This is an optimization exercise on Yosys and OpenROAD, whose aim is small area, a short achievable clock period and few clock cycles, not a production implementation. In this exercise RTL edits were held to simulation tests only and were not proved equivalent to the original. Power is estimated from default activity; no workload was simulated.

==> design/flow/design.v <==
`timescale 1ns/10ps
module LBP ( clk, reset, gray_addr, gray_req, gray_data, lbp_addr, lbp_write, lbp_data, finish);
input   	clk;
input   	reset;
output  [5:0] 	gray_addr;
output        	gray_req;
input   	[7:0] 	gray_data;
output reg [5:0] 	lbp_addr;
output reg 		lbp_write;
output reg [7:0] 	lbp_data;
output reg 	finish;
reg [5:0] cnt;
wire [2:0] r = cnt[5:3];
wire [2:0] c = cnt[2:0];
assign gray_addr = cnt;
assign gray_req  = 1'b1;
always @(posedge clk or posedge reset)
begin
	if (reset) begin
		cnt <= 6'd0;
		finish <= 1'b0;
	end else begin
		cnt <= cnt + 6'd1;
		if (cnt == 6'd63) finish <= 1'b1;
	end
end
always @(posedge clk)
begin
	lbp_write <= !finish && (r >= 3'd2) && (c >= 3'd2);
end
reg [7:0] s1, s2, s3, s4, s5, s6, s7, s8, s9;
wire [7:0] n = gray_data;     
wire [7:0] a = s9;            
wire [7:0] b = s8;            
wire [7:0] cc = s7;           
wire [7:0] d = s1;            
always @(posedge clk)
begin
	s1 <= n; s2 <= s1; s3 <= s2; s4 <= s3; s5 <= s4;
	s6 <= s5; s7 <= s6; s8 <= s7; s9 <= s8;
end
reg [3:0] l0_1, l0_2, l0_3, l0_4, l0_5, l0_6, l0_7, l0_8, l0_9;
reg [1:0] l5;
reg       l6;
function [1:0] cmp;   
	input [7:0] x, y;
	reg [7:0] g, p;
	reg [3:0] g2, p2;
	reg [1:0] g4, p4;
	begin
		g = x & ~y;
		p = x | ~y;
		g2 = {g[7] | p[7] & g[6], g[5] | p[5] & g[4], g[3] | p[3] & g[2], g[1] | p[1] & g[0]};
		p2 = {g[7] | p[7] & p[6], g[5] | p[5] & p[4], g[3] | p[3] & p[2], g[1] | p[1] & p[0]};
		g4 = {g2[3] | p2[3] & g2[2], g2[1] | p2[1] & g2[0]};
		p4 = {g2[3] | p2[3] & p2[2], g2[1] | p2[1] & p2[0]};
		cmp = {g4[1] | p4[1] & g4[0], g4[1] | p4[1] & p4[0]};
	end
endfunction
wire [1:0] ca = cmp(a, n), cb = cmp(b, n), cc2 = cmp(cc, n), cd = cmp(d, n), cba = cmp(b, a);
wire a_ge = ca[0], n_ge_a = ~ca[1];
wire b_ge = cb[0], n_ge_b = ~cb[1];
wire c_ge = cc2[0], n_ge_c = ~cc2[1];
wire d_ge = cd[0];
wire b_ge_a = cba[0];
always @(posedge clk)
begin
	l0_1 <= {d_ge, c_ge, b_ge, a_ge};
	l0_2 <= l0_1; l0_3 <= l0_2; l0_4 <= l0_3; l0_5 <= l0_4;
	l0_6 <= l0_5; l0_7 <= l0_6; l0_8 <= l0_7; l0_9 <= l0_8;
	l5 <= {l5[0], n_ge_c};
	l6 <= n_ge_b;
	lbp_data <= {n_ge_a, l6, l5[1], b_ge_a, l0_9};
	lbp_addr <= {r - 3'd1, c - 3'd1};
end
endmodule
==> design/flow/flow/run.sh <==
#!/bin/bash
# The standard layout, with plain buf_2 cells as the port buffers and a
# clock tree without dummy loads.
set -euo pipefail
export BUFFER_PORTS_ARGS="-buffer_cell sky130_fd_sc_hd__buf_2"
export CTS_ARGS="-sink_clustering_enable -repair_clock_nets -sink_clustering_size 50 -sink_clustering_max_diameter 100 -buf_list {sky130_fd_sc_hd__clkbuf_8} -root_buf sky130_fd_sc_hd__clkbuf_16 -dont_use_dummy_load"
bash standard.sh > standard.log 2>&1
==> design/flow/standard.sh <==
#!/bin/bash
# synth_recipe.tcl (not shown) runs the flow's synth.tcl, then flattens the netlist and writes it again
# the make line also repeats each setting of config.mk as NAME=value (left out here)
make -C /OpenROAD-flow-scripts/flow DESIGN_CONFIG=/design/flow/config.mk WORK_HOME=/design/flow/orfs CLKGATE_MAP_FILE= SYNTH_SCRIPT=/design/flow/synth_recipe.tcl "${@:-finish}"
==> design/flow/config.mk <==
export PLATFORM = sky130hd
export DESIGN_NAME = LBP
export DESIGN_NICKNAME = LBP
export VERILOG_FILES = /design/flow/design.v
export SDC_FILE = /design/flow/constraint.sdc
export NUM_CORES = 4
export LEC_CHECK = 0
export CAP_MARGIN = 20
export CORE_MARGIN = 2
export CORE_UTILIZATION = 55
export CTS_BUF_LIST = sky130_fd_sc_hd__clkbuf_8 sky130_fd_sc_hd__clkbuf_4
export CTS_CLUSTER_DIAMETER = 100
export CTS_CLUSTER_SIZE = 40
export SETUP_SLACK_MARGIN = 2.3
export SLEW_MARGIN = 20
==> design/flow/constraint.sdc <==
create_clock -name core_clock -period 4.0 [get_ports {clk}]
set_input_delay 0.8000 -clock core_clock [delete_from_list [all_inputs] [get_ports {clk}]]
set_output_delay 0.8000 -clock core_clock [all_outputs]
set_load 0.01 [all_outputs]
==> flow_summary.yaml, run 1 <==
status:
  status: "finished clean"
critical_path:
  crit_fanout: 8
  critical_path_class: "primary input to flip-flop"
  worst_setup_path_end_kind: "flip-flop"
  worstPathArrival_ps: 2050
  r2r_slack_ps: 2330
  required_ps: 4230
  r2r_cells: 6
  rr_endpoint: "lbp_data[4]$_DFF_P_"
  reg2reg_from: "s8[2]$_DFF_P_"
  cp-start-kind: "primary input"
floorplan:
  die_y_um: 85.6
  start_util_pct: 57.4
  ioPinCount: 33
  dieArea_mm2: 0.00733
  core_mm2: 0.00639
  dieWidth_um: 85.6
  rows: 29
detailed_routing:
  drc: 0
  vias: 1954
  drt_wl_total_mm: 5.19
  firstDrtPassIters: 4
  routed_via_density: 4.79
  dr.first_iter.drc_count: 59
  antenna_left: 0
  wire_per_inst_um: 12.7
clocking:
  cts_root_buf: "clkbuf_16"
  cts_max_level: 4
  clock-sinks: 133
  cts_buffers: 17
  clock_path_buffers: 2
  clk_latency_ps: 350
  clkSlewWorstSetupHoldPaths_ps: 70
  cts_tree: "built"
min_path:
  worstHoldPathCells: 0
  hold_path.class: "flip-flop to flip-flop"
  hold_path_end: "l0_4[0]$_DFF_P_"
  min_from: "l0_3[0]$_DFF_P_"
placement:
  place_congestion: 0.885
  place_hpwl_mm: 3.41
  port_buffers: 31
sta:
  hold_ws_ps: 302
  finalSetupViolCount: 0
  fin_skew_ps: 22.2
  final-max-slew-violation-count: 0
  finalCritPeriodShare_pct: 45.7
  fin_crit_ps: 1830
  grt_setup_unrepaired: "yes"
  fmax_mhz: 547
  hold_viol: 0
  fin_setup_tns_ps: 0
cells_and_area:
  fillers: 492
  synthToLayoutAreaGrowth_pct: 19.5
  drive_above_1_share_pct: 31.1
  num_antenna_cells: 0
  nNetsFinal: 348
global_routing:
  grt_first_pass_wirelength_mm: 8.91
  grt_max_degree: 17
  antenna_found_initial: 0
  grt_usage_pct: 16.7
  overflow: 0
  grt_pass1_vias: 1974
synthesis:
  netlist_instances: 274
  ys_ff_latch: 133
  synth_nets: 289
  synthSimpleGateAreaFrac_pct: 5.94
  ys_seq_area_share_pct: 73.6
  synth_xor_area_share_pct: 1.43
  synth_compound_area_share_pct: 5.67
  synth_cell_types: 35
  synth.area.mux_share_pct: 0
  synth_fa_ha_area_share_pct: 10.5
  syn_area_mm2: 0.00366
  synth_top_family_by_area: "adder cells"
  yosys_warnings: 1
  avgSynthCellArea_um2: 13.4
power_and_ir_drop:
  p_per_area_mw_per_mm2: 541
  p_leak_nw: 1.92
  ir_drop_mv: 0.422
flow_run:
  drv_cap: 0
==> cells by family after synthesis <==
| group | after synthesis |
|---|---|
| AO/OA/AOI/OAI | 33 |
| XOR/XNOR | 6 |
| flip-flops | 133 |
| adder cells (fa/ha/maj) | 35 |
| AND/OR/NAND/NOR | 41 |
| other | 1 |
| buffers and inverters | 25 |
==> synthesized netlist by cell type (all sizes together) <==
cell type,instances,area (um2)
nor2,9,33.8
or3,1,6.26
clkbuf,1,3.75
o21a,1,7.51
nand2b,9,56.3
buf,2,15.0
inv,22,82.6
maj3,30,322
nor3b,1,7.51
a22oi,1,7.51
a31o,1,8.76
dfxtp,126,2520
o2bb2ai,1,8.76
dfrtp,7,175
ha,5,62.6
conb,1,3.75
xor2,3,26.3
o21bai,2,15.0
o21ai,4,20.0
o22ai,3,18.8
nor2b,8,50.1
a21o,2,15.0
nand2,4,15.0
nor3,5,25.0
a222oi,1,10.0
a221oi,1,8.76
a21oi,14,70.1
a211oi,1,7.51
xnor2,3,26.3
nand4,1,6.26
or2b,1,7.51
nand3,2,10.0
o311a,1,10.0
==> placed cells by master (no fill, tap or decap), types with 5 or more instances in the layout <==
cell type  count
maj3_1         9
inv_1         17
nor2b_1        6
nor2_1         8
maj3_2        21
ha_1           5
nand2b_1       6
clkbuf_8      16
buf_4         11
a21oi_1       10
dfxtp_1      123
buf_2         24
==> worst max-delay path by stage <==
stage                      start               to  slack, ps  cells past startpoint
CTS                 gray_data[1]  l0_1[3]$_DFF_P_       2190                      7
floorplan           gray_data[4]  l0_1[2]$_DFF_P_       1950                      6
finish              gray_data[0]  l0_1[3]$_DFF_P_       2170                      7
global route        gray_data[0]  l0_1[3]$_DFF_P_       2150                      7
global placement    gray_data[1]  l0_1[3]$_DFF_P_       1770                      7
detailed placement  gray_data[1]  l0_1[3]$_DFF_P_       1760                      7
==> power by group <==
| part | switching (mW) | internal, mW |
|---|---|---|
| Combinational | 0.0589 | 0.0642 |
| Clock | 0.386 | 0.398 |
| Sequential | 0.0336 | 1.43 |
==> critical path, stage by stage <==
cell	delay (ps)
buf_12	100
nand2b_4	50
maj3_2	290
maj3_2	290
maj3_2	300
o2bb2ai_2	120
o311a_1	100
==> layer usage <==
layer,part of all wire [%],up-vias,global-route usage [%]
met2,43,41,23.1
met1,50,887,21.3
li1,-,1011,-
met3,4.7,15,7.60
met5,0,-,0
met4,2.8,0,10.1
==> area by class of cell <==
cell class / count / area [um2] / area share [%]
inverters: 22 / 90.1 / 2.06
clock buffers: 17 / 245 / 5.60
repair buffers: 43 / 310 / 7.09
flip-flops and latches: 133 / 2710 / 61.8
well taps: 77 / 96.3 / 2.20
multi-input cells: 116 / 932 / 21.3
==> timing repair <==
action	in CTS	in global routing
endpoints found under the setup margin	14	12
hold buffers	0	0
gates resized for setup	28	13
gates cloned	0	0
setup buffers	11	1
pin swaps	10	12
==> state kept, by name, summed over array words and instances (netlist names), 6 cells and up <==
signal	count
s3	8
s8	8
lbp_data	8
s9	8
lbp_addr	6
cnt	6
s5	8
s6	8
s1	8
s2	8
s4	8
s7	8
==> metrics by stage <==
| step | std cells | setup slack (ps) | area, um2 | total power [mW] | util [%] |
|---|---|---|---|---|---|
| floorplan | 274 | 1950 | 3690 | 1.55 | - |
| global placement | 379 | 1770 | 3910 | 1.59 | 61.3 |
| detailed placement | 379 | 1760 | 3910 | 1.60 | 61.3 |
| CTS | 407 | 2190 | 4330 | 2.40 | 67.8 |
| global route | 408 | 2150 | 4380 | 2.48 | 68.6 |
| finish | 408 | 2170 | 4380 | 2.37 | 68.6 |
Testbench counts, summed over its fixed seeds: cycles 4,160.
==> inputs of run 2 (changes only) <==
--- a/design/flow/design.v
+++ b/design/flow/design.v
@@ -30,13 +30,13 @@
 end
 reg [7:0] s1, s2, s3, s4, s5, s6, s7, s8, s9;
 wire [7:0] n = gray_data;     
-wire [7:0] a = s9;            
-wire [7:0] b = s8;            
-wire [7:0] cc = s7;           
-wire [7:0] d = s1;            
+wire [7:0] a = ~s9;           
+wire [7:0] b = ~s8;           
+wire [7:0] cc = ~s7;          
+wire [7:0] d = ~s1;           
 always @(posedge clk)
 begin
-	s1 <= n; s2 <= s1; s3 <= s2; s4 <= s3; s5 <= s4;
+	s1 <= ~n; s2 <= s1; s3 <= s2; s4 <= s3; s5 <= s4;
 	s6 <= s5; s7 <= s6; s8 <= s7; s9 <= s8;
 end
 reg [3:0] l0_1, l0_2, l0_3, l0_4, l0_5, l0_6, l0_7, l0_8, l0_9;
==> design/flow/flow/run.sh (replaced) <==
#!/bin/bash
# The standard layout, with plain buf_2 cells as the port buffers and a
# clkbuf_16 root and clkbuf_8 leaves in the clock tree, without dummy loads.
set -euo pipefail
export BUFFER_PORTS_ARGS="-buffer_cell sky130_fd_sc_hd__buf_2"
export CTS_ARGS="-sink_clustering_enable -repair_clock_nets -sink_clustering_size 50 -sink_clustering_max_diameter 100 -buf_list {sky130_fd_sc_hd__clkbuf_4} -root_buf sky130_fd_sc_hd__clkbuf_16 -dont_use_dummy_load"
bash standard.sh > standard.log 2>&1
==> run 2 against run 1 <==
  * Final area shrank 7.3%
  * Clock power fell by 26%
  * Via count grew 5.6%
  * Total power decreased by 10%
  * Largest cell class unchanged
  * Count of clock-buffer cells in the layout stayed put
  * Still clean on timing, DRC and antenna
  * Die area shrank 1.2%
  * Critical path type is now flip-flop to primary output
  * Sequential cell count unchanged
  * Highest routed layer unchanged
  * Synthesized cell count rose by 5.8%
  * Sequential power is essentially flat
  * Area after synthesis decreased by 1.3%
==> flow_summary.yaml, run 2 <==
sta:
  finalSetupViolCount: 0
  fin_crit_ps: 1670
  finalCritPeriodShare_pct: 41.7
  grt_setup_unrepaired: "yes"
  hold_viol: 0
  timing.final.ws_setup_ps: 2330
  fin_setup_tns_ps: 0
  fin_skew_ps: 37.3
  final-max-slew-violation-count: 0
  fmax_mhz: 599
synthesis:
  avgSynthCellArea_um2: 12.5
  syn_area_mm2: 0.00362
  synth-edff-count: 0
  synthTopCellsByCount: "dfxtp_1 (126), a21oi_1 (26), inv_1 (20)"
  ys_seq_area_share_pct: 74.6
  synth.area.top_cells: "dfxtp_1 (70%), dfrtp_1 (4.8%), a21oi_1 (3.6%)"
  synth-async-reset-ratio_pct: 5.26
  synth_flop_cell: "dfxtp_1"
  synth_top_area_cell: "dfxtp_1"
  yosysMostFrequentCell: "dfxtp_1"
  synth_nets: 306
  synth_cell_types: 35
  ys_ff_latch: 133
  netlist_instances: 290
  yosys_warnings: 1
  synth_top_area_share_pct: 69.7
detailed_routing:
  antenna_left: 0
  routed_via_density: 4.96
  firstDrtPassIters: 4
  drc: 0
  dr.first_iter.drc_count: 80
  drt_wl_total_mm: 4.90
  vias: 2064
  wire_per_inst_um: 11.8
placement:
  dpl_cell_area_mm2: 0.00384
  port_buffers: 31
  pre_cts_ws_ps: 1960
  place_hpwl_mm: 3.30
  place_congestion: 0.795
critical_path:
  cp_slowest_stage_delay_ps: 430
  critPathSlowestCell: "dfrtp_2"
  worst_setup_path_end_kind: "primary output"
  path_cells: "buf_2"
  cp_top_family: "flip-flops"
  r2r_slack_ps: 2550
  cp-start-kind: "flip-flop"
  crit_fanout: 5
  worstPathArrival_ps: 870
  required_ps: 3200
  critical_path_class: "flip-flop to primary output"
  crit_buf_inv: 1
flow_run:
  drv_cap: 0
cells_and_area:
  num_antenna_cells: 0
  fillers: 493
  nNetsFinal: 357
  final_common_cell: "dfxtp_1"
  layout_common_cells: "dfxtp_1 (126), buf_2 (30), a21oi_1 (26)"
  finish.instance_area_mm2: 0.00406
  synthToLayoutAreaGrowth_pct: 12.1
  drive_above_1_share_pct: 20.4
clocking:
  cts_root_buf: "clkbuf_16"
  cts_buffers: 17
  clk_latency_ps: 340
  cts_max_level: 4
  clkSlewWorstSetupHoldPaths_ps: 120
  clock-sinks: 133
  clock_path_buffers: 2
  cts_tree: "built"
floorplan:
  ioPinCount: 33
  dieWidth_um: 85.1
  rows: 29
  start_util_pct: 57.0
  die_y_um: 85.1
  dieArea_mm2: 0.00724
  core_mm2: 0.00635
power_and_ir_drop:
  p_per_area_mw_per_mm2: 525
  p_leak_nw: 1.79
  ir_drop_mv: 0.399
global_routing:
  overflow: 0
  antenna_found_initial: 0
  grt_max_degree: 18
  grt_pass1_vias: 1917
  grt_first_pass_wirelength_mm: 8.20
  grt_usage_pct: 15.1
min_path:
  hold_path.class: "flip-flop to flip-flop"
status:
  status: "finished clean"
run 2: changes by cell type after synthesis, moves of 7 or more:
cell | previous run | this run
maj3_2 | 17 | 4
a21oi_1 | 14 | 26
maj3_1 | 13 | 2
nand3_1 | 2 | 9
run 2: kinds of logic (layout without fill, tap and decap cells):
| logic type | Yosys count | count (layout) | synth area share, % |
|---|---|---|---|
| compound gates | 63 | 63 | 10.5 |
| flops | 133 | 133 | 74.6 |
| fa+ha+maj | 12 | 12 | 3.87 |
| other cells | 1 | 1 | 0.104 |
| buf+inv | 30 | 79 | 3.42 |
| xor+xnor | 6 | 6 | 1.45 |
| simple gates | 45 | 45 | 6.09 |
run 2: final cells by class:
type / instances / area, um2 / area share [%]
inverter: 22 / 82.6 / 2.04
sequential: 133 / 2700 / 66.6
multi-input combinational: 127 / 807 / 19.9
clock buffer: 17 / 145 / 3.58
timing repair buffer: 40 / 225 / 5.55
tap: 77 / 96.3 / 2.37
run 2: worst paths after layout:
kind / startpoint / to / cells past startpoint
worst max-delay path: cnt[2]$_DFF_PP0_ / gray_addr[2] / 1
worst max register to register: s8[0]$_DFF_P_ / lbp_data[4]$_DFF_P_ / 5
max in group asynchronous: reset / cnt[2]$_DFF_PP0_ / 2
min in group asynchronous: reset / finish$_DFFE_PP0N_ / 2
worst min-delay path: s6[7]$_DFF_P_ / s7[7]$_DFF_P_ / 0
worst min register to register: s6[7]$_DFF_P_ / s7[7]$_DFF_P_ / 0
run 2: metrics by stage:
step	instances	hold WS [ps]	util (%)	power, mW
floorplan	290	310	-	1.55
global placement	390	310	60.5	1.58
detailed placement	390	312	60.5	1.59
CTS	412	286	63.4	2.17
global route	416	293	63.9	2.24
finish	416	284	63.9	2.13
run 2: timing repair:
item | in CTS | in global routing
setup endpoints to repair | 6 | 6
hold buffers | 0 | 0
pin swaps | 0 | 0
buffers inserted | 5 | 4
resized for setup | 3 | 2
gates cloned | 0 | 0
run 2: per-layer routing:
metal  part of all wire [%]  up-vias  track usage [%]
met4                   0.86        0             6.93
met5                      0        -                0
met2                     48       43             24.2
met1                     46      939             16.8
li1                       -     1080                -
met3                    4.9        2             7.49
run 2: power by group:
group | total [mW] | internal [mW] | switching (mW)
clock network | 0.578 | 0.232 | 0.346
logic | 0.0939 | 0.0415 | 0.0524
registers | 1.46 | 1.43 | 0.0355
total | 2.13 | 1.70 | 0.434
Testbench counts of run 2, summed over its fixed seeds: cycles 4,160.
==> inputs of run 3 (changes only) <==
==> design/flow/flow/run.sh (replaced) <==
#!/bin/bash
# The standard layout, with plain buf_2 cells as the port buffers and a
# clkbuf_16 root and clkbuf_4 leaves in the clock tree, without dummy loads.
set -euo pipefail
export BUFFER_PORTS_ARGS="-buffer_cell sky130_fd_sc_hd__buf_2"
export CTS_ARGS="-sink_clustering_enable -repair_clock_nets -sink_clustering_size 50 -sink_clustering_max_diameter 100 -buf_list {sky130_fd_sc_hd__clkbuf_4} -root_buf sky130_fd_sc_hd__clkbuf_16 -dont_use_dummy_load"
bash standard.sh > standard.log 2>&1
--- a/design/flow/config.mk
+++ b/design/flow/config.mk
@@ -11,5 +11,5 @@
 export CTS_BUF_LIST = sky130_fd_sc_hd__clkbuf_8 sky130_fd_sc_hd__clkbuf_4
 export CTS_CLUSTER_DIAMETER = 100
 export CTS_CLUSTER_SIZE = 40
-export SETUP_SLACK_MARGIN = 2.3
+export SETUP_SLACK_MARGIN = 2.2
 export SLEW_MARGIN = 20
==> run 3 against run 2 <==
  * Non-clock buffer count is 9 lower
  * Combinational power hardly changed
  * Area after synthesis stayed put
  * Die area stayed put
  * Still clean
==> flow_summary.yaml, run 3 <==
status:
  status: "finished clean"
synthesis:
  yosysMostFrequentCell: "dfxtp_1"
  netlist_instances: 290
  ys_ff_latch: 133
  synth_top_family_by_area: "compound AO/OA/AOI/OAI gates"
  synth.area.top_cells: "dfxtp_1 (70%), dfrtp_1 (4.8%), a21oi_1 (3.6%)"
  synth_top_area_share_pct: 69.7
  yosys_warnings: 1
  synth_top_area_cell: "dfxtp_1"
  synth-edff-count: 0
  synth_compound_area_share_pct: 10.5
  synth_nets: 306
  synth_cell_types: 35
  ys_seq_area_share_pct: 74.6
  avgSynthCellArea_um2: 12.5
  synthSimpleGateAreaFrac_pct: 6.09
  synth_fa_ha_area_share_pct: 3.87
  synth_xor_area_share_pct: 1.45
  synth_flop_cell: "dfxtp_1"
  synth-async-reset-ratio_pct: 5.26
  syn_area_mm2: 0.00362
  synth.area.mux_share_pct: 0
  synthTopCellsByCount: "dfxtp_1 (126), a21oi_1 (26), inv_1 (20)"
critical_path:
  critical_path_class: "flip-flop to primary output"
  required_ps: 3200
  cp_slowest_stage_delay_ps: 440
  cp_top_family: "flip-flops"
  crit_buf_inv: 1
  cp-start-kind: "flip-flop"
  path_cells: "buf_2"
  worst_setup_path_end_kind: "primary output"
  worstPathArrival_ps: 920
  critPathSlowestCell: "dfrtp_1"
  crit_fanout: 5
cells_and_area:
  drive_above_1_share_pct: 17.9
  num_antenna_cells: 0
  synthToLayoutAreaGrowth_pct: 10.2
  utilization_pct: 62.8
  stdcell_count: 407
  final_common_cell: "dfxtp_1"
  layout_common_cells: "dfxtp_1 (126), buf_2 (31), a21oi_1 (26)"
  finish.instance_area_mm2: 0.00399
  nNetsFinal: 348
placement:
  place_congestion: 0.795
  dpl_cell_area_mm2: 0.00384
  port_buffers: 31
  place_hpwl_mm: 3.30
  dp.cells: 390
floorplan:
  start_util_pct: 57.0
  core_mm2: 0.00635
  dieWidth_um: 85.1
  dieArea_mm2: 0.00724
  rows: 29
  die_y_um: 85.1
  ioPinCount: 33
clocking:
  cts_max_level: 4
  clk_latency_ps: 350
  cts_setup_buffers: 0
  clock_path_buffers: 2
  clock-sinks: 133
  clkSlewWorstSetupHoldPaths_ps: 120
  cts_root_buf: "clkbuf_16"
  ctsHoldBuffers: 0
  cts_buffers: 17
  cts_tree: "built"
sta:
  fin_skew_ps: 37.7
  fin_crit_ps: 1720
  finalCritPeriodShare_pct: 43.0
  hold_viol: 0
  finalSetupViolCount: 0
  grt_setup_unrepaired: "no"
  fmax_mhz: 581
  final-max-slew-violation-count: 0
  fin_setup_tns_ps: 0
detailed_routing:
  drt_wl_total_mm: 4.81
  routed_via_density: 5.00
  drc: 0
  dr.first_iter.drc_count: 83
  antenna_left: 0
  wire_per_inst_um: 11.8
  firstDrtPassIters: 4
  vias: 2034
min_path:
  hold_path.class: "flip-flop to flip-flop"
global_routing:
  antenna_found_initial: 0
  overflow: 0
  grt_max_degree: 18
  grt_first_pass_wirelength_mm: 8.15
  grt_usage_pct: 15.0
  grt_pass1_vias: 1902
power_and_ir_drop:
  p_leak_nw: 1.74
  p_total_mw: 2.13
  p_per_area_mw_per_mm2: 535
  ir_drop_mv: 0.403
flow_run:
  drv_cap: 0
-- run 3: layout make-up --
class / instances / area (um2)
Sequential cell: 133 / 2700
Fill cell: 503 / 2360
Multi-Input combinational cell: 127 / 807
Inverter: 22 / 82.6
Timing Repair Buffer: 31 / 155
Tap cell: 77 / 96.3
Clock buffer: 17 / 145
-- run 3: kinds of logic (layout without fill, tap and decap cells) --
family / after synthesis / count (layout)
other cells: 1 / 1
fa+ha+maj: 12 / 12
flops: 133 / 133
buf+inv: 30 / 70
compound gates: 63 / 63
simple gates: 45 / 45
xor+xnor: 6 / 6
-- run 3: per-layer routing --
metal / vias to the layer above / share of wire, % / global-route usage, %
li1: 1060 / - / -
met1: 927 / 46 / 16.9
met2: 45 / 48 / 23.9
met3: 2 / 5.0 / 7.49
met4: 0 / 0.87 / 6.93
met5: - / 0 / 0
-- run 3: repair_timing --
action                                  CTS  global route
endpoints found under the setup margin    0             2
endpoints found under the hold margin     0             0
gates resized for setup                   0             2
-- run 3: per-stage QoR --
step	hold WS (ps)	setup slack [ps]
global placement	310	1990
floorplan	310	2130
global route	293	2210
CTS	286	2240
finish	283	2280
detailed placement	312	1960
-- run 3: final timing paths --
kind / from / endpoint / slack, ps / cells past startpoint
max reg2reg: s8[0]$_DFF_P_ / lbp_data[4]$_DFF_P_ / 2550 / 5
min reg2reg: s6[7]$_DFF_P_ / s7[7]$_DFF_P_ / 280 / 0
max in group asynchronous: reset / cnt[2]$_DFF_PP0_ / 3350 / 2
min: s6[7]$_DFF_P_ / s7[7]$_DFF_P_ / 280 / 0
max: cnt[5]$_DFF_PP0_ / gray_addr[5] / 2280 / 1
min in group asynchronous: reset / finish$_DFFE_PP0N_ / 400 / 2
-- run 3: power by group --
| part | switching, mW | total, mW | internal, mW |
|---|---|---|---|
| Clock | 0.347 | 0.578 | 0.232 |
| Sequential | 0.0353 | 1.46 | 1.43 |
| Combinational | 0.0524 | 0.0936 | 0.0412 |
==> inputs of run 4 (changes only) <==
--- a/design/flow/config.mk
+++ b/design/flow/config.mk
@@ -11,5 +11,5 @@
 export CTS_BUF_LIST = sky130_fd_sc_hd__clkbuf_8 sky130_fd_sc_hd__clkbuf_4
 export CTS_CLUSTER_DIAMETER = 100
 export CTS_CLUSTER_SIZE = 40
-export SETUP_SLACK_MARGIN = 2.2
+export SETUP_SLACK_MARGIN = 2.3
 export SLEW_MARGIN = 20
==> run 4 against run 3 <==
  * Still clean
  * Critical path depth stayed put
  * Final area is 1.8% higher
  * Total power hardly changed
  * Routed wire length is 1.7% higher
  * Die area stayed put
  * Core utilization is 1.1 points higher
  * Hold slack hardly changed
  * Sequential cell count stayed put
  * Clock skew hardly changed
  * Critical path type unchanged
==> flow_summary.yaml, run 4 <==
status:
  status: "finished clean"
critical_path:
  r2r_cells: 5
  critical_path_class: "flip-flop to primary output"
  cp_top_family: "flip-flops"
  required_ps: 3200
  rr_endpoint: "lbp_data[4]$_DFF_P_"
  worstPathArrival_ps: 870
  path_cells: "buf_2"
  cp_slowest_stage_delay_ps: 430
  crit_buf_inv: 1
  critPathSlowestCell: "dfrtp_2"
  r2r_slack_ps: 2550
  reg2reg_from: "s8[0]$_DFF_P_"
  worst_setup_path_end_kind: "primary output"
  crit_fanout: 5
  cp-start-kind: "flip-flop"
synthesis:
  yosysMostFrequentCell: "dfxtp_1"
  ys_seq_area_share_pct: 74.6
  synth-async-reset-ratio_pct: 5.26
  ys_ff_latch: 133
  syn_area_mm2: 0.00362
  avgSynthCellArea_um2: 12.5
  netlist_instances: 290
  synth-edff-count: 0
  synth_flop_cell: "dfxtp_1"
  synth.area.top_cells: "dfxtp_1 (70%), dfrtp_1 (4.8%), a21oi_1 (3.6%)"
  synth_top_area_cell: "dfxtp_1"
  synth_top_area_share_pct: 69.7
  synth_nets: 306
  yosys_warnings: 1
  synth_cell_types: 35
  synthTopCellsByCount: "dfxtp_1 (126), a21oi_1 (26), inv_1 (20)"
global_routing:
  overflow: 0
  grt_usage_pct: 15.1
  antenna_found_initial: 0
  grt_max_degree: 18
  grt_first_pass_wirelength_mm: 8.20
  grt_pass1_vias: 1917
clocking:
  cts_root_buf: "clkbuf_16"
  ctsHoldBuffers: 0
  clkSlewWorstSetupHoldPaths_ps: 120
  clk_latency_ps: 340
  clock-sinks: 133
  clock_path_buffers: 2
  cts_buffers: 17
  cts_max_level: 4
  cts_tree: "built"
placement:
  place_congestion: 0.795
  place_hpwl_mm: 3.30
  dpl_cell_area_mm2: 0.00384
  port_buffers: 31
cells_and_area:
  final_common_cell: "dfxtp_1"
  nNetsFinal: 357
  finish.instance_area_mm2: 0.00406
  num_antenna_cells: 0
  drive_above_1_share_pct: 20.4
  synthToLayoutAreaGrowth_pct: 12.1
  utilization_pct: 63.9
  layout_common_cells: "dfxtp_1 (126), buf_2 (30), a21oi_1 (26)"
detailed_routing:
  wire_per_inst_um: 11.8
  routed_via_density: 4.96
  vias: 2064
  firstDrtPassIters: 4
  antenna_left: 0
  drt_wl_total_mm: 4.90
  dr.first_iter.drc_count: 80
  drc: 0
sta:
  final-max-slew-violation-count: 0
  fin_crit_ps: 1670
  fin_skew_ps: 37.3
  grt_setup_unrepaired: "yes"
  hold_ws_ps: 284
  finalSetupViolCount: 0
  fmax_mhz: 599
  finalCritPeriodShare_pct: 41.7
  fin_setup_tns_ps: 0
  hold_viol: 0
floorplan:
  dieArea_mm2: 0.00724
  core_mm2: 0.00635
  die_y_um: 85.1
  dieWidth_um: 85.1
  rows: 29
  ioPinCount: 33
  start_util_pct: 57.0
min_path:
  hold_path_end: "s7[7]$_DFF_P_"
  min_from: "s6[7]$_DFF_P_"
  hold_path.class: "flip-flop to flip-flop"
  worstHoldPathCells: 0
power_and_ir_drop:
  p_leak_nw: 1.79
  p_total_mw: 2.13
  p_per_area_mw_per_mm2: 525
  ir_drop_mv: 0.399
flow_run:
  drv_cap: 0
==> run 4: cell counts after synthesis <==
Identical to the previous run, type by type.
==> run 4: per-layer routing <==
metal | vias to the layer above | share of wire, % | track usage, %
met4 | 0 | 0.86 | 6.93
met2 | 43 | 48 | 24.2
met5 | - | 0 | 0
met1 | 939 | 46 | 16.8
met3 | 2 | 4.9 | 7.49
li1 | 1080 | - | -
==> run 4: final cells by class <==
class                      count  area [um2]
sequential                   133        2700
fill                         493        2290
multi-input combinational    127         807
timing repair buffer          40         225
clock buffer                  17         145
tap                           77        96.3
inverter                      22        82.6
==> run 4: timing repair <==
action / 4_1_cts / 5_1_grt
setup buffers: 5 / 4
resized for setup: 3 / 2
setup endpoints to repair: 6 / 6
==> run 4: metrics by stage <==
step / std cells / setup WS, ps
6_report: 416 / 2330
3_5_place_dp: 390 / 1960
4_1_cts: 412 / 2280
3_3_place_gp: 390 / 1990
5_1_grt: 416 / 2290
2_1_floorplan: 290 / 2130
==> run 4: worst max path at each step <==
| stage | start | end | slack [ps] | cells past startpoint |
|---|---|---|---|---|
| 2_1_floorplan | gray_data[4] | lbp_data[7]$_DFF_P_ | 2130 | 6 |
| 3_3_place_gp | gray_data[4] | lbp_data[7]$_DFF_P_ | 1990 | 6 |
| 3_5_place_dp | gray_data[4] | lbp_data[7]$_DFF_P_ | 1960 | 6 |
| 4_1_cts | cnt[2]$_DFF_PP0_ | gray_addr[2] | 2280 | 1 |
| 5_1_grt | cnt[2]$_DFF_PP0_ | gray_addr[2] | 2290 | 1 |
| 6_report | cnt[2]$_DFF_PP0_ | gray_addr[2] | 2330 | 1 |
==> run 4: power breakdown <==
| part | switching [mW] | internal (mW) |
|---|---|---|
| logic | 0.0524 | 0.0415 |
| registers | 0.0355 | 1.43 |
| clock network | 0.346 | 0.232 |
| total | 0.434 | 1.70 |
==> run 4: kinds of logic after synthesis <==
| family | Yosys count | synth area share (%) |
|---|---|---|
| flip-flops | 133 | 74.6 |
| AO/OA/AOI/OAI | 63 | 10.5 |
| AND/OR/NAND/NOR | 45 | 6.09 |
| buffers and inverters | 30 | 3.42 |
| adder cells (fa/ha/maj) | 12 | 3.87 |
| XOR/XNOR | 6 | 1.45 |
| other | 1 | 0.104 |
==> inputs of run 5 (changes only) <==
--- a/design/flow/config.mk
+++ b/design/flow/config.mk
@@ -7,7 +7,7 @@
 export LEC_CHECK = 0
 export CAP_MARGIN = 20
 export CORE_MARGIN = 2
-export CORE_UTILIZATION = 55
+export CORE_UTILIZATION = 65
 export CTS_BUF_LIST = sky130_fd_sc_hd__clkbuf_8 sky130_fd_sc_hd__clkbuf_4
 export CTS_CLUSTER_DIAMETER = 100
 export CTS_CLUSTER_SIZE = 40
==> run 5 against run 4 <==
  * Total power grew 0.57%
  * Critical path depth unchanged
  * Largest power group unchanged
  * Clock skew increased by 2.2 ps
  * Via count increased by 1.3%
  * Clock power increased by 1%
  * Still clean on timing, DRC and antenna
==> flow_summary.yaml, run 5 <==
status:
  status: "finished clean"
floorplan:
  dieWidth_um: 78.6
  start_util_pct: 66.5
  die_y_um: 78.6
  ioPinCount: 33
  core_mm2: 0.00544
  dieArea_mm2: 0.00618
  rows: 27
synthesis:
  synthSimpleGateAreaFrac_pct: 6.09
  synth_xor_area_share_pct: 1.45
  synth-edff-count: 0
  synth.area.top_cells: "dfxtp_1 (70%), dfrtp_1 (4.8%), a21oi_1 (3.6%)"
  synth_top_area_share_pct: 69.7
  synth_flop_cell: "dfxtp_1"
  synthTopCellsByCount: "dfxtp_1 (126), a21oi_1 (26), inv_1 (20)"
  synth_fa_ha_area_share_pct: 3.87
  synth_nets: 306
  netlist_instances: 290
  ys_ff_latch: 133
  yosysMostFrequentCell: "dfxtp_1"
  synth_top_family_by_area: "compound AO/OA/AOI/OAI gates"
  synth-async-reset-ratio_pct: 5.26
  synth.area.mux_share_pct: 0
  avgSynthCellArea_um2: 12.5
  synth_compound_area_share_pct: 10.5
  syn_area_mm2: 0.00362
  yosys_warnings: 1
  synth_top_area_cell: "dfxtp_1"
  ys_seq_area_share_pct: 74.6
  synth_cell_types: 35
detailed_routing:
  antenna_left: 0
  vias: 2091
  wire_per_inst_um: 12.8
  routed_via_density: 5.11
  firstDrtPassIters: 5
  drt_wl_total_mm: 5.22
  dr.first_iter.drc_count: 81
  drc: 0
critical_path:
  critPathSlowestCell: "dfrtp_2"
  required_ps: 3200
  worstPathArrival_ps: 870
  cp-start-kind: "flip-flop"
  cp_slowest_stage_delay_ps: 400
  cp_top_family: "flip-flops"
  worst_setup_path_end_kind: "primary output"
  crit_buf_inv: 1
  crit_fanout: 2
  path_cells: "buf_2"
  critical_path_class: "flip-flop to primary output"
power_and_ir_drop:
  ir_drop_mv: 0.376
  clock_power_share_pct: 27.3
  sw_frac_of_total_pct: 20.8
  p_total_mw: 2.14
  p_switching_mw: 0.445
  internal_power_mw: 1.70
  p_per_area_mw_per_mm2: 530
  p_leak_nw: 1.78
  seq_power_share_pct: 68.2
  combPwrFrac_pct: 4.5
cells_and_area:
  drive_above_1_share_pct: 19.9
  layout_common_cells: "dfxtp_1 (126), buf_2 (29), a21oi_1 (26)"
  stdcell_count: 409
  synthToLayoutAreaGrowth_pct: 11.9
  final_common_cell: "dfxtp_1"
  num_antenna_cells: 0
  nNetsFinal: 355
sta:
  fin_setup_tns_ps: 0
  final-max-slew-violation-count: 0
  finalCritPeriodShare_pct: 41.6
  fmax_mhz: 601
  hold_viol: 0
  finalSetupViolCount: 0
  fin_crit_ps: 1670
  fin_skew_ps: 39.5
  grt_setup_unrepaired: "yes"
clocking:
  clock-sinks: 133
  clock_path_buffers: 2
  cts_root_buf: "clkbuf_16"
  cts_tree: "built"
  clk_latency_ps: 350
  clkSlewWorstSetupHoldPaths_ps: 90
  cts_max_level: 4
  cts_buffers: 17
global_routing:
  overflow: 0
  grt_max_degree: 18
  antenna_found_initial: 0
  grt_pass1_vias: 1926
  grt_usage_pct: 19.2
  grt_first_pass_wirelength_mm: 8.56
min_path:
  hold_path.class: "flip-flop to flip-flop"
flow_run:
  drv_cap: 0
placement:
  port_buffers: 31
  dp.cells: 385
  place_hpwl_mm: 3.34
  place_congestion: 0.778
-- run 5: cell families (layout without fill, tap and decap cells) --
logic type / count (synthesis) / in the layout
compound gates: 63 / 63
other cells: 1 / 1
flops: 133 / 133
simple gates: 45 / 45
fa+ha+maj: 12 / 12
buf+inv: 30 / 77
xor+xnor: 6 / 6
-- run 5: final cells by class --
type | instances | area [um2]
inverters | 22 | 82.6
flip-flops and latches | 133 | 2700
multi-input cells | 127 | 811
well taps | 72 | 90.1
repair buffers | 38 | 220
clock buffers | 17 | 145
fillers | 382 | 1390
-- run 5: power groups by stage --
stage / clock (mW) / combinational [mW] / sequential [mW]
after floorplan: 0 / 0.0626 / 1.49
after detailed placement: 0 / 0.0949 / 1.49
after global routing: 0.672 / 0.110 / 1.47
final: 0.585 / 0.0969 / 1.46
after global placement: 0 / 0.0921 / 1.49
after CTS: 0.607 / 0.0964 / 1.46
-- run 5: timing repair --
action | in CTS | in global routing
buffers inserted | 6 | 1
hold buffers | 0 | 0
resized for setup | 2 | 5
endpoints found under the setup margin | 6 | 9
-- run 5: final timing paths --
check	start	endpoint	slack (ps)	cells past startpoint
max	cnt[2]$_DFF_PP0_	gray_addr[2]	2330	1
min	l0_7[0]$_DFF_P_	l0_8[0]$_DFF_P_	310	0
max reg2reg	s9[4]$_DFF_P_	lbp_data[7]$_DFF_P_	2540	5
min reg2reg	l0_7[0]$_DFF_P_	l0_8[0]$_DFF_P_	310	0
max in group asynchronous	reset	cnt[4]$_DFF_PP0_	3370	2
min in group asynchronous	reset	cnt[5]$_DFF_PP0_	390	2
-- run 5: through the flow --
step,setup WS (ps),cell area [um2],hold WS (ps),utilization (%)
6_report,2330,4050,305,74.4
3_3_place_gp,1990,3830,310,70.5
4_1_cts,2300,4030,306,74.0
5_1_grt,2290,4050,308,74.4
3_5_place_dp,1930,3830,312,70.5
2_1_floorplan,2130,3630,310,-
-- run 5: metal layers --
metal	part of all wire, %	track usage (%)	up-vias
li1	-	-	1069
met1	43	21.8	949
met2	48	29.7	61
met3	6.3	9.43	12
met4	2.3	10.0	0
met5	0	0	-
==> inputs of run 6 (changes only) <==
==> design/flow/config.mk (replaced) <==
export PLATFORM = sky130hd
export DESIGN_NAME = LBP
export DESIGN_NICKNAME = LBP
export VERILOG_FILES = /design/flow/design.v
export SDC_FILE = /design/flow/constraint.sdc
export NUM_CORES = 4
export LEC_CHECK = 0
export CAP_MARGIN = 20
export CORE_MARGIN = 2
export CORE_UTILIZATION = 65
export PLACE_DENSITY = 0.75
export SETUP_SLACK_MARGIN = 2.3
export SLEW_MARGIN = 20
==> run 6 against run 5 <==
  * Via count rose by 0.72%
  * Largest power group unchanged
  * Sequential cell count did not move
  * Combinational power fell by 2%
  * Clock skew fell by 7.5 ps
  * Core utilization fell by 0.11 points
  * Routed wire length fell by 1.4%
  * Largest cell class unchanged
  * Highest routed layer unchanged
  * Critical path type unchanged
==> flow_summary.yaml, run 6 <==
status:
  status: "finished clean"
floorplan:
  core_mm2: 0.00544
  start_util_pct: 66.5
  die_y_um: 78.6
  dieArea_mm2: 0.00618
  ioPinCount: 33
  rows: 27
  dieWidth_um: 78.6
sta:
  finalSetupViolCount: 0
  final-max-slew-violation-count: 0
  fin_setup_tns_ps: 0
  fin_crit_ps: 1660
  grt_setup_unrepaired: "no"
  finalCritPeriodShare_pct: 41.6
  fmax_mhz: 602
  hold_viol: 0
  fin_skew_ps: 32.0
power_and_ir_drop:
  ir_drop_mv: 0.480
  p_leak_nw: 1.78
  p_total_mw: 2.15
  p_per_area_mw_per_mm2: 531
critical_path:
  critPathSlowestCell: "dfrtp_2"
  critical_path_class: "flip-flop to primary output"
  path_cells: "buf_2"
  required_ps: 3200
  worstPathArrival_ps: 860
  cp-start-kind: "flip-flop"
  crit_fanout: 2
  worst_setup_path_end_kind: "primary output"
  rr_endpoint: "lbp_data[7]$_DFF_P_"
  reg2reg_from: "s9[4]$_DFF_P_"
  crit_buf_inv: 1
  r2r_slack_ps: 2550
  r2r_cells: 5
  cp-endpoint: "gray_addr[2]"
  cp_slowest_stage_delay_ps: 410
  cp-startpoint: "cnt[2]$_DFF_PP0_"
  cp_top_family: "flip-flops"
  path_depth: 1
detailed_routing:
  routed_via_density: 5.15
  drc: 0
  drt_wl_total_mm: 5.15
  firstDrtPassIters: 4
  wire_per_inst_um: 12.6
  dr.first_iter.drc_count: 62
  antenna_left: 0
  vias: 2106
synthesis:
  syn_area_mm2: 0.00362
  synth-async-reset-ratio_pct: 5.26
  synth.area.top_cells: "dfxtp_1 (70%), dfrtp_1 (4.8%), a21oi_1 (3.6%)"
  synth-edff-count: 0
  netlist_instances: 290
  ys_ff_latch: 133
  synthTopCellsByCount: "dfxtp_1 (126), a21oi_1 (26), inv_1 (20)"
  yosysMostFrequentCell: "dfxtp_1"
  synth_flop_cell: "dfxtp_1"
  yosys_warnings: 1
  synth_cell_types: 35
  synth_nets: 306
  avgSynthCellArea_um2: 12.5
  ys_seq_area_share_pct: 74.6
  synth_top_area_share_pct: 69.7
  synth_top_area_cell: "dfxtp_1"
cells_and_area:
  drive_above_1_share_pct: 19.9
  nNetsFinal: 355
  stdcell_count: 409
  layout_common_cells: "dfxtp_1 (126), buf_2 (30), a21oi_1 (26)"
  final_common_cell: "dfxtp_1"
  synthToLayoutAreaGrowth_pct: 11.7
  num_antenna_cells: 0
clocking:
  ctsHoldBuffers: 0
  clock_path_buffers: 2
  cts_buffers: 17
  cts_max_level: 4
  cts_tree: "built"
  cts_root_buf: "clkbuf_16"
  clock-sinks: 133
  clk_latency_ps: 340
  clkSlewWorstSetupHoldPaths_ps: 100
global_routing:
  use_met2_pct: 29.5
  antenna_found_initial: 0
  grt_max_degree: 18
  grt_busiest_layer: "met2"
  grt_usage_pct: 18.5
  grt_first_pass_wirelength_mm: 8.35
  grt_pass1_vias: 1934
  grt.met3_usage_pct: 7.59
  grt_use_met1_pct: 21.0
  overflow: 0
placement:
  port_buffers: 31
  place_hpwl_mm: 3.43
  dp.cells: 385
  place_congestion: 0.806
min_path:
  hold_path.class: "flip-flop to flip-flop"
  min_from: "l0_1[0]$_DFF_P_"
flow_run:
  drv_cap: 0
[run 6: cell counts after synthesis]
Identical to the previous run, type by type.
[run 6: power breakdown]
part / internal (mW) / leakage (nW) / switching [mW]
Sequential: 1.43 / 1.14 / 0.0373
Combinational: 0.0420 / 0.551 / 0.0533
Clock: 0.232 / 0.0859 / 0.356
Total: 1.70 / 1.78 / 0.447
[run 6: logic make-up after synthesis]
group / Yosys count / share of synthesized area (%)
compound gates: 63 / 10.5
xor+xnor: 6 / 1.45
fa+ha+maj: 12 / 3.87
buf+inv: 30 / 3.42
flops: 133 / 74.6
other cells: 1 / 0.104
simple gates: 45 / 6.09
[run 6: worst min-delay path by stage]
stage	depth (start not counted)	slack, ps	to
floorplan	0	310	l0_2[0]$_DFF_P_
global placement	0	310	l0_3[3]$_DFF_P_
detailed placement	0	310	lbp_data[0]$_DFF_P_
CTS	0	300	l0_2[0]$_DFF_P_
global route	0	300	l0_2[0]$_DFF_P_
finish	0	300	l0_2[0]$_DFF_P_
[run 6: per-layer routing]
| metal | vias up | part of all wire [%] |
|---|---|---|
| li1 | 1067 | - |
| met1 | 974 | 44 |
| met2 | 56 | 49 |
| met3 | 9 | 4.7 |
| met4 | 0 | 1.8 |
| met5 | - | 0 |
[run 6: final cells by class]
cell class / count / area, um2
flip-flops and latches: 133 / 2700
fillers: 372 / 1400
multi-input cells: 127 / 811
repair buffers: 38 / 214
clock buffers: 17 / 145
well taps: 72 / 90.1
inverters: 22 / 82.6
[run 6: timing repair]
action,4_1_cts,5_1_grt
gates cloned,0,0
hold endpoints to repair,0,0
setup buffers,5,2
endpoints found under the setup margin,7,3
gates resized for setup,3,2
[run 6: stage by stage]
| step | setup WS, ps | hold WS [ps] | instance area (um2) | utilization, % |
|---|---|---|---|---|
| after floorplan | 2130 | 310 | 3630 | - |
| after global placement | 1990 | 310 | 3830 | 70.5 |
| after detailed placement | 1950 | 312 | 3830 | 70.5 |
| after CTS | 2250 | 299 | 4020 | 73.9 |
| after global routing | 2300 | 298 | 4040 | 74.3 |
| final | 2340 | 295 | 4040 | 74.3 |
==> inputs of run 7 (changes only) <==
--- a/design/flow/config.mk
+++ b/design/flow/config.mk
@@ -8,6 +8,6 @@
 export CAP_MARGIN = 20
 export CORE_MARGIN = 2
 export CORE_UTILIZATION = 65
-export PLACE_DENSITY = 0.75
+export GPL_ROUTABILITY_DRIVEN = 0
 export SETUP_SLACK_MARGIN = 2.3
 export SLEW_MARGIN = 20
==> run 7 against run 6 <==
  * Largest cell class unchanged
  * Setup slack worse by 2.5 ps
  * Register-to-register slack hardly changed
  * Still clean on timing, DRC and antenna
  * Non-clock buffer count stayed put
  * Critical path depth stayed put
  * Via count is 0.71% lower
  * Critical endpoint unchanged
==> flow_summary.yaml, run 7 <==
status:
  status: "finished clean"
detailed_routing:
  wl_met2_mm: 2.50
  firstDrtPassIters: 5
  wire_per_inst_um: 12.8
  wl_met3_um: 330
  routed_via_density: 5.11
  antenna_left: 0
  wl_met1_mm: 2.27
  topRoutingLayerUsed: "met4"
  vias: 2091
  drt_wl_total_mm: 5.22
  drc: 0
  dr.first_iter.drc_count: 81
synthesis:
  synth_nets: 306
  synthTopCellsByCount: "dfxtp_1 (126), a21oi_1 (26), inv_1 (20)"
  yosys_warnings: 1
  avgSynthCellArea_um2: 12.5
  synth_top_area_cell: "dfxtp_1"
  synth_flop_cell: "dfxtp_1"
  yosysMostFrequentCell: "dfxtp_1"
  synth-async-reset-ratio_pct: 5.26
  ys_ff_latch: 133
  synth-edff-count: 0
  synth.area.top_cells: "dfxtp_1 (70%), dfrtp_1 (4.8%), a21oi_1 (3.6%)"
  netlist_instances: 290
  synth_top_area_share_pct: 69.7
  synth_cell_types: 35
  syn_area_mm2: 0.00362
  ys_seq_area_share_pct: 74.6
floorplan:
  dieWidth_um: 78.6
  rows: 27
  dieArea_mm2: 0.00618
  start_util_pct: 66.5
  core_mm2: 0.00544
  die_y_um: 78.6
  ioPinCount: 33
sta:
  final-max-slew-violation-count: 0
  grt_setup_unrepaired: "yes"
  fin_skew_ps: 39.5
  fin_crit_ps: 1670
  finalCritPeriodShare_pct: 41.6
  hold_viol: 0
  finalSetupViolCount: 0
  fmax_mhz: 601
  fin_setup_tns_ps: 0
critical_path:
  worst_setup_path_end_kind: "primary output"
  required_ps: 3200
  cp-start-kind: "flip-flop"
  path_cells: "buf_2"
  critical_path_class: "flip-flop to primary output"
  crit_fanout: 2
  worstPathArrival_ps: 870
  critPathSlowestCell: "dfrtp_2"
  cp_top_family: "flip-flops"
  crit_buf_inv: 1
  cp_slowest_stage_delay_ps: 400
cells_and_area:
  synthToLayoutAreaGrowth_pct: 11.9
  fillers: 382
  drive_above_1_share_pct: 19.9
  final_common_cell: "dfxtp_1"
  num_antenna_cells: 0
  nNetsFinal: 355
  layout_common_cells: "dfxtp_1 (126), buf_2 (29), a21oi_1 (26)"
  stdcell_count: 409
clocking:
  cts_root_buf: "clkbuf_16"
  ctsHoldBuffers: 0
  clkSlewWorstSetupHoldPaths_ps: 90
  clk_latency_ps: 350
  cts_buffers: 17
  cts_max_level: 4
  clock_path_buffers: 2
  clock-sinks: 133
  cts_tree: "built"
power_and_ir_drop:
  p_total_mw: 2.14
  p_leak_nw: 1.78
  ir_drop_mv: 0.376
  p_per_area_mw_per_mm2: 530
min_path:
  hold_path.class: "flip-flop to flip-flop"
global_routing:
  grt_max_degree: 18
  grt_pass1_vias: 1926
  grt_first_pass_wirelength_mm: 8.56
  overflow: 0
  grt_usage_pct: 19.2
  antenna_found_initial: 0
placement:
  port_buffers: 31
  place_hpwl_mm: 3.34
  dp.cells: 385
flow_run:
  drv_cap: 0
[run 7: what timing repair did]
action                     in CTS  in global routing
hold endpoints to repair        0                  0
setup endpoints to repair       6                  9
buffers inserted                6                  1
resized for setup               2                  5
[run 7: stage by stage]
stage	utilization (%)	hold WS (ps)	instance area [um2]	worst slack [ps]
floorplan	-	310	3630	2130
global placement	70.5	310	3830	1990
finish	74.4	305	4050	2330
detailed placement	70.5	312	3830	1930
global route	74.4	308	4050	2290
CTS	74.0	306	4030	2300
[run 7: area by class of cell]
class                   instances  area [um2]  share of cell area (%)
clock buffers                  17         145                    3.58
inverters                      22        82.6                    2.04
multi-input cells             127         811                    20.0
flip-flops and latches        133        2700                    66.7
well taps                      72        90.1                    2.22
repair buffers                 38         220                    5.44
[run 7: power breakdown]
part	leakage (nW)	total, mW	internal (mW)	switching (mW)
clock network	0.0859	0.585	0.232	0.354
logic	0.554	0.0969	0.0420	0.0548
registers	1.14	1.46	1.43	0.0367
total	1.78	2.14	1.70	0.445
[run 7: logic make-up after synthesis]
group,count (synthesis),synth area share (%)
AOI/OAI and AO/OA,63,10.5
xor gates and xnor gates,6,1.45
adders and majority gates,12,3.87
buffers and inverters,30,3.42
DFF,133,74.6
other,1,0.104
and+or+nand+nor,45,6.09
[run 7: path summary, 6_finish.rpt]
path / startpoint / to / slack, ps / cells after the start
setup / recovery: cnt[2]$_DFF_PP0_ / gray_addr[2] / 2330 / 1
hold / removal: l0_7[0]$_DFF_P_ / l0_8[0]$_DFF_P_ / 310 / 0
setup reg to reg: s9[4]$_DFF_P_ / lbp_data[7]$_DFF_P_ / 2540 / 5
hold reg to reg: l0_7[0]$_DFF_P_ / l0_8[0]$_DFF_P_ / 310 / 0
max in group asynchronous: reset / cnt[4]$_DFF_PP0_ / 3370 / 2
min in group asynchronous: reset / cnt[5]$_DFF_PP0_ / 390 / 2
[run 7: metal layers]
layer / up-vias / track usage (%)
li1: 1069 / -
met1: 949 / 21.8
met2: 61 / 29.7
met3: 12 / 9.43
met4: 0 / 10.0
met5: - / 0
==> inputs of run 8 (changes only) <==
--- a/design/flow/config.mk
+++ b/design/flow/config.mk
@@ -8,6 +8,5 @@
 export CAP_MARGIN = 20
 export CORE_MARGIN = 2
 export CORE_UTILIZATION = 65
-export GPL_ROUTABILITY_DRIVEN = 0
-export SETUP_SLACK_MARGIN = 2.3
+export SETUP_SLACK_MARGIN = 2.4
 export SLEW_MARGIN = 20
==> run 8 against run 7 <==
  * Count of clock-buffer cells in the layout unchanged
  * Non-clock buffer count rose by 4
  * Sequential share of layout area decreased by 1.1 points
  * Hold slack lost 3.2 ps
  * Largest cell class unchanged
==> flow_summary.yaml, run 8 <==
status:
  status: "finished clean"
sta:
  timing.final.ws_setup_ps: 2350
  finalSetupViolCount: 0
  fin_crit_ps: 1650
  final-max-slew-violation-count: 0
  hold_viol: 0
  fin_setup_tns_ps: 0
  fmax_mhz: 605
  finalCritPeriodShare_pct: 41.3
  fin_skew_ps: 31.1
  grt_setup_unrepaired: "yes"
critical_path:
  cp-start-kind: "flip-flop"
  critical_path_class: "flip-flop to primary output"
  rr_endpoint: "lbp_data[4]$_DFF_P_"
  critPathSlowestCell: "dfrtp_1"
  r2r_slack_ps: 2540
  path_cells: "buf_2"
  worstPathArrival_ps: 850
  path_depth: 1
  worst_setup_path_end_kind: "primary output"
  reg2reg_from: "s8[0]$_DFF_P_"
  r2r_cells: 5
  cp-startpoint: "cnt[3]$_DFF_PP0_"
  cp_top_family: "flip-flops"
  crit_buf_inv: 1
  required_ps: 3200
  crit_fanout: 2
  cp-endpoint: "gray_addr[3]"
  cp_slowest_stage_delay_ps: 390
synthesis:
  synth-edff-count: 0
  netlist_instances: 290
  ys_ff_latch: 133
  synth.area.top_cells: "dfxtp_1 (70%), dfrtp_1 (4.8%), a21oi_1 (3.6%)"
  synth_top_area_share_pct: 69.7
  yosysMostFrequentCell: "dfxtp_1"
  synthTopCellsByCount: "dfxtp_1 (126), a21oi_1 (26), inv_1 (20)"
  synth_nets: 306
  yosys_warnings: 1
  synth_top_area_cell: "dfxtp_1"
  synth_flop_cell: "dfxtp_1"
  avgSynthCellArea_um2: 12.5
  syn_area_mm2: 0.00362
  ys_seq_area_share_pct: 74.6
  synth-async-reset-ratio_pct: 5.26
  synth_cell_types: 35
global_routing:
  grt_max_degree: 18
  antenna_found_initial: 0
  grt_pass1_vias: 1989
  grt_usage_pct: 19.5
  overflow: 0
  grt_first_pass_wirelength_mm: 8.71
detailed_routing:
  vias: 2116
  drt_wl_total_mm: 5.42
  drc: 0
  firstDrtPassIters: 4
  wire_per_inst_um: 13.1
  routed_via_density: 5.12
  dr.first_iter.drc_count: 57
  antenna_left: 0
floorplan:
  dieArea_mm2: 0.00618
  rows: 27
  dieWidth_um: 78.6
  core_mm2: 0.00544
  ioPinCount: 33
  start_util_pct: 66.5
  die_y_um: 78.6
cells_and_area:
  fillers: 371
  synthToLayoutAreaGrowth_pct: 13.9
  drive_above_1_share_pct: 22.6
  seq_area_mm2: 0.00270
  final_common_cell: "dfxtp_1"
  multi_input_area_um2: 826
  num_antenna_cells: 0
  utilization_pct: 75.8
  stdcell_count: 413
  nNetsFinal: 359
  layout_common_cells: "dfxtp_1 (123), a21oi_1 (26), buf_2 (26)"
power_and_ir_drop:
  internal_power_mw: 1.70
  ir_drop_mv: 0.355
  seq_power_share_pct: 68.0
  sw_frac_of_total_pct: 21.0
  p_leak_nw: 1.81
  p_total_mw: 2.16
  p_switching_mw: 0.452
  combPwrFrac_pct: 4.7
  p_per_area_mw_per_mm2: 523
  clock_power_share_pct: 27.3
clocking:
  cts_tree: "built"
  clock_path_buffers: 2
  clk_latency_ps: 350
  cts_root_buf: "clkbuf_16"
  clock-sinks: 133
  clkSlewWorstSetupHoldPaths_ps: 110
  cts_max_level: 4
  cts_buffers: 17
placement:
  place_hpwl_mm: 3.51
  port_buffers: 31
  dp.cells: 385
  pre_cts_ws_ps: 1950
  place_congestion: 0.778
flow_run:
  drv_cap: 0
min_path:
  hold_path.class: "flip-flop to flip-flop"
==> run 8: cell count changes in the layout (fill, tap and decap cells not counted), sizes merged <==
| cell | previous run | this run |
|---|---|---|
| buf | 38 | 42 |
| clkinv | 1 | 0 |
| clkinvlp | 0 | 1 |
==> run 8: metrics by stage <==
stage	cell area, um2	hold slack (ps)
final	4120	302
after detailed placement	3830	312
after global routing	4120	312
after CTS	4060	299
after global placement	3830	310
after floorplan	3640	310
==> run 8: kinds of logic after synthesis <==
| logic type | after synthesis | share of synthesized area [%] |
|---|---|---|
| buffers and inverters | 30 | 3.42 |
| other | 1 | 0.104 |
| XOR/XNOR | 6 | 1.45 |
| flip-flops | 133 | 74.6 |
| adder cells (fa/ha/maj) | 12 | 3.87 |
| AO/OA/AOI/OAI | 63 | 10.5 |
| AND/OR/NAND/NOR | 45 | 6.09 |
==> run 8: worst min path at each step <==
stage	startpoint	endpoint	slack, ps	cells past startpoint
2_1_floorplan	l0_1[0]$_DFF_P_	l0_2[0]$_DFF_P_	310	0
3_3_place_gp	l0_9[3]$_DFF_P_	lbp_data[3]$_DFF_P_	310	0
3_5_place_dp	s3[0]$_DFF_P_	s4[0]$_DFF_P_	310	0
4_1_cts	l0_1[0]$_DFF_P_	l0_2[0]$_DFF_P_	300	0
5_1_grt	l0_1[0]$_DFF_P_	l0_2[0]$_DFF_P_	310	0
6_report	l0_1[0]$_DFF_P_	l0_2[0]$_DFF_P_	300	0
==> run 8: cell type report <==
class / count / area share (%)
Clock buffer: 17 / 3.52
Inverter: 22 / 2.10
Multi-Input combinational cell: 127 / 20.0
Sequential cell: 133 / 65.6
Tap cell: 72 / 2.19
Timing Repair Buffer: 42 / 6.53
==> run 8: routing by layer <==
layer  global-route usage [%]  vias to the layer above  wire length, um
met5                        0                        -                0
met4                     10.7                        0              152
met3                     9.20                       17              309
met2                     31.4                       55             2670
met1                     21.1                      962             2290
li1                         -                     1082                -
==> run 8: power by group through the flow <==
stage	clock [mW]	sequential, mW	combinational, mW
final	0.589	1.47	0.101
after global routing	0.667	1.48	0.114
after CTS	0.618	1.47	0.0970
after detailed placement	0	1.50	0.0947
after global placement	0	1.49	0.0922
after floorplan	0	1.49	0.0631
==> run 8: what timing repair did <==
action / in CTS / in global routing
hold buffers: 0 / 0
setup buffers: 7 / 4
resized for setup: 7 / 10
setup endpoints to repair: 15 / 20
==> inputs of run 9 (changes only) <==
==> design/flow/flow/run.sh (replaced) <==
#!/bin/bash
# The standard layout, with plain buf_2 cells as the port buffers and a
# clkbuf_16 root and clkbuf_4 leaves in the clock tree, without dummy loads.
set -euo pipefail
export BUFFER_PORTS_ARGS="-buffer_cell sky130_fd_sc_hd__buf_2"
export CTS_ARGS="-sink_clustering_enable -repair_clock_nets -sink_clustering_size 50 -sink_clustering_max_diameter 100 -buf_list {sky130_fd_sc_hd__clkbuf_4} -root_buf sky130_fd_sc_hd__clkbuf_8 -dont_use_dummy_load"
bash standard.sh > standard.log 2>&1
--- a/design/flow/config.mk
+++ b/design/flow/config.mk
@@ -7,6 +7,9 @@
 export LEC_CHECK = 0
 export CAP_MARGIN = 20
 export CORE_MARGIN = 2
-export CORE_UTILIZATION = 65
-export SETUP_SLACK_MARGIN = 2.4
+export CORE_UTILIZATION = 55
+export CTS_BUF_LIST = sky130_fd_sc_hd__clkbuf_8 sky130_fd_sc_hd__clkbuf_4
+export CTS_CLUSTER_DIAMETER = 100
+export CTS_CLUSTER_SIZE = 40
+export SETUP_SLACK_MARGIN = 2.3
 export SLEW_MARGIN = 20
==> run 9 against run 8 <==
  * Sequential share of layout area is 1.1 points higher
  * Total power is 2.2% lower
  * Hold slack worse by 19 ps
  * Register-to-register slack hardly changed
  * Clock power is 6.1% lower
  * Combinational power is 8% lower
  * Die area is 17% higher
  * Global-route usage is 4.4 points lower
  * Via count is 3.1% lower
  * Sequential power hardly changed
  * First-iteration DRC count is 37% higher
  * Critical path depth stayed put
==> flow_summary.yaml, run 9 <==
global_routing:
  grt_pass1_vias: 1926
  grt_usage_pct: 15.1
  grt_max_degree: 18
  grt.met3_usage_pct: 7.49
  overflow: 0
  grt_busiest_layer: "met2"
  grt_use_met1_pct: 16.8
  grt_first_pass_wirelength_mm: 8.21
  antenna_found_initial: 0
  use_met2_pct: 24.3
synthesis:
  avgSynthCellArea_um2: 12.5
  synth_flop_cell: "dfxtp_1"
  synth-async-reset-ratio_pct: 5.26
  synth_nets: 306
  synth_top_area_cell: "dfxtp_1"
  syn_area_mm2: 0.00362
  synthTopCellsByCount: "dfxtp_1 (126), a21oi_1 (26), inv_1 (20)"
  ys_seq_area_share_pct: 74.6
  yosys_warnings: 1
  synth-edff-count: 0
  synth_top_area_share_pct: 69.7
  ys_ff_latch: 133
  netlist_instances: 290
  synth.area.top_cells: "dfxtp_1 (70%), dfrtp_1 (4.8%), a21oi_1 (3.6%)"
  synth_cell_types: 35
  yosysMostFrequentCell: "dfxtp_1"
sta:
  fin_crit_ps: 1680
  fmax_mhz: 595
  final-max-slew-violation-count: 0
  fin_skew_ps: 37.5
  grt_setup_unrepaired: "yes"
  hold_viol: 0
  finalSetupViolCount: 0
  finalCritPeriodShare_pct: 42.0
  fin_setup_tns_ps: 0
detailed_routing:
  dr.first_iter.drc_count: 78
  firstDrtPassIters: 4
  drt_wl_total_mm: 4.88
  antenna_left: 0
  vias: 2051
  routed_via_density: 4.95
  wire_per_inst_um: 11.8
  drc: 0
status:
  status: "finished clean"
critical_path:
  cp-start-kind: "flip-flop"
  r2r_cells: 5
  worstPathArrival_ps: 880
  crit_fanout: 2
  path_depth: 1
  required_ps: 3200
  critical_path_class: "flip-flop to primary output"
  crit_buf_inv: 1
  worst_setup_path_end_kind: "primary output"
  cp_slowest_stage_delay_ps: 410
  cp_top_family: "flip-flops"
  path_cells: "buf_6"
  critPathSlowestCell: "dfrtp_2"
clocking:
  clock-sinks: 133
  cts_buffers: 17
  cts_max_level: 4
  clkSlewWorstSetupHoldPaths_ps: 120
  ctsHoldBuffers: 0
  cts_tree: "built"
  cts_root_buf: "clkbuf_8"
  clock_path_buffers: 2
  clk_latency_ps: 380
floorplan:
  dieArea_mm2: 0.00724
  die_y_um: 85.1
  core_mm2: 0.00635
  dieWidth_um: 85.1
  start_util_pct: 57.0
  rows: 29
  ioPinCount: 33
power_and_ir_drop:
  p_per_area_mw_per_mm2: 521
  p_total_mw: 2.11
  p_leak_nw: 1.77
  ir_drop_mv: 0.398
cells_and_area:
  fillers: 488
  nNetsFinal: 355
  final_common_cell: "dfxtp_1"
  drive_above_1_share_pct: 19.9
  synthToLayoutAreaGrowth_pct: 11.9
  utilization_pct: 63.7
  num_antenna_cells: 0
  layout_common_cells: "dfxtp_1 (126), buf_2 (28), a21oi_1 (26)"
placement:
  port_buffers: 31
  place_hpwl_mm: 3.30
  place_congestion: 0.795
flow_run:
  drv_cap: 0
min_path:
  hold_path.class: "flip-flop to flip-flop"
  worstHoldPathCells: 0
==> run 9: cell counts after synthesis <==
Identical to the previous run, type by type.
==> run 9: cells by family after synthesis <==
kind of cell,Yosys count,synth area share [%]
flip-flops,133,74.6
AO/OA/AOI/OAI,63,10.5
adder cells (fa/ha/maj),12,3.87
AND/OR/NAND/NOR,45,6.09
buffers and inverters,30,3.42
XOR/XNOR,6,1.45
other,1,0.104
==> run 9: area by class of cell <==
| class | instances | area (um2) | share of cell area, % |
|---|---|---|---|
| Clock buffer | 17 | 134 | 3.31 |
| Inverter | 22 | 82.6 | 2.04 |
| Tap cell | 77 | 96.3 | 2.38 |
| Sequential cell | 133 | 2700 | 66.7 |
| Timing Repair Buffer | 38 | 226 | 5.60 |
| Multi-Input combinational cell | 127 | 807 | 19.9 |
==> run 9: per-stage QoR <==
step | instance area [um2] | std cells | setup slack [ps] | hold slack (ps)
final | 4050 | 414 | 2320 | 283
after global routing | 4050 | 414 | 2260 | 293
after CTS | 4040 | 414 | 2290 | 286
after detailed placement | 3840 | 390 | 1960 | 312
after global placement | 3840 | 390 | 1990 | 310
after floorplan | 3630 | 290 | 2130 | 310
==> run 9: power breakdown <==
group          switching [mW]  leakage [nW]  internal, mW
registers              0.0356          1.14          1.43
logic                  0.0522         0.552        0.0412
clock network           0.344        0.0808         0.209
total                   0.432          1.77          1.68
==> run 9: timing repair <==
action                                  4_1_cts  5_1_grt
cloned                                        0        0
setup buffers                                 7        0
endpoints found under the setup margin        7        8
resized for setup                             5        1
==> run 9: routing by layer <==
layer | vias up | share of wire (%) | routed length, um
met2 | 43 | 48 | 2340
met5 | - | 0 | 0
met4 | 0 | 0.86 | 42
met1 | 932 | 46 | 2270
li1 | 1074 | - | -
met3 | 2 | 4.6 | 224
==> run 9: worst reg2reg max path, cell delays in order (launching register included) <==
cell,delay (ps)
dfxtp_1,390
or3b_2,460
o2111ai_1,110
a32oi_1,140
o2111ai_1,110
nand3_1,120
==> run 9: path summary, 6_finish.rpt <==
check	from	end	slack, ps
setup / recovery	cnt[5]$_DFF_PP0_	gray_addr[5]	2320
hold / removal	s6[7]$_DFF_P_	s7[7]$_DFF_P_	280
setup reg to reg	s8[0]$_DFF_P_	lbp_data[4]$_DFF_P_	2550
hold reg to reg	s6[7]$_DFF_P_	s7[7]$_DFF_P_	280
max in group asynchronous	reset	cnt[2]$_DFF_PP0_	3390
min in group asynchronous	reset	finish$_DFFE_PP0N_	360

==> static timing again, ports no longer ideal <==
No port has a modelled driver above. Below, the same layouts with a new extraction and two added sets of constraints. Step 1, drivers: a clkbuf_16 drives clk and a buf_2 each remaining input, both assumed. Step 2 also shifts input and output timing later by t, the mid clock arrival at the registers, as if the neighbouring blocks saw the same clock. Three values: no drivers, after step 1, after step 2; two values: the first two.
| run | shift t [ns] | setup slack, ns | worst hold slack (ns) |
|---|---|---|---|
| run 1 | 0.376 | 2.173 / 2.143 / 1.767 | 0.302 / 0.302 / 0.302 |
| run 2 | 0.356 | 2.330 / 2.294 / 1.996 | 0.284 / 0.284 / 0.284 |
| run 3 | 0.358 | 2.279 / 2.243 / 1.953 | 0.283 / 0.283 / 0.283 |
| run 4 | 0.356 | 2.330 / 2.294 / 1.996 | 0.284 / 0.284 / 0.284 |
| run 5 | 0.365 | 2.335 / 2.298 / 2.011 | 0.305 / 0.305 / 0.305 |
| run 6 | 0.359 | 2.337 / 2.303 / 2.017 | 0.295 / 0.295 / 0.295 |
| run 7 | 0.365 | 2.335 / 2.298 / 2.011 | 0.305 / 0.305 / 0.305 |
| run 8 | 0.368 | 2.348 / 2.314 / 1.999 | 0.302 / 0.302 / 0.302 |
| run 9 | 0.390 | 2.319 / 2.288 / 1.955 | 0.283 / 0.283 / 0.283 |
After both steps every run listed still meets setup and hold. For run 1, which loses most, drivers alone change the setup slack by -0.030 ns; drivers and shift together by -0.406 ns.
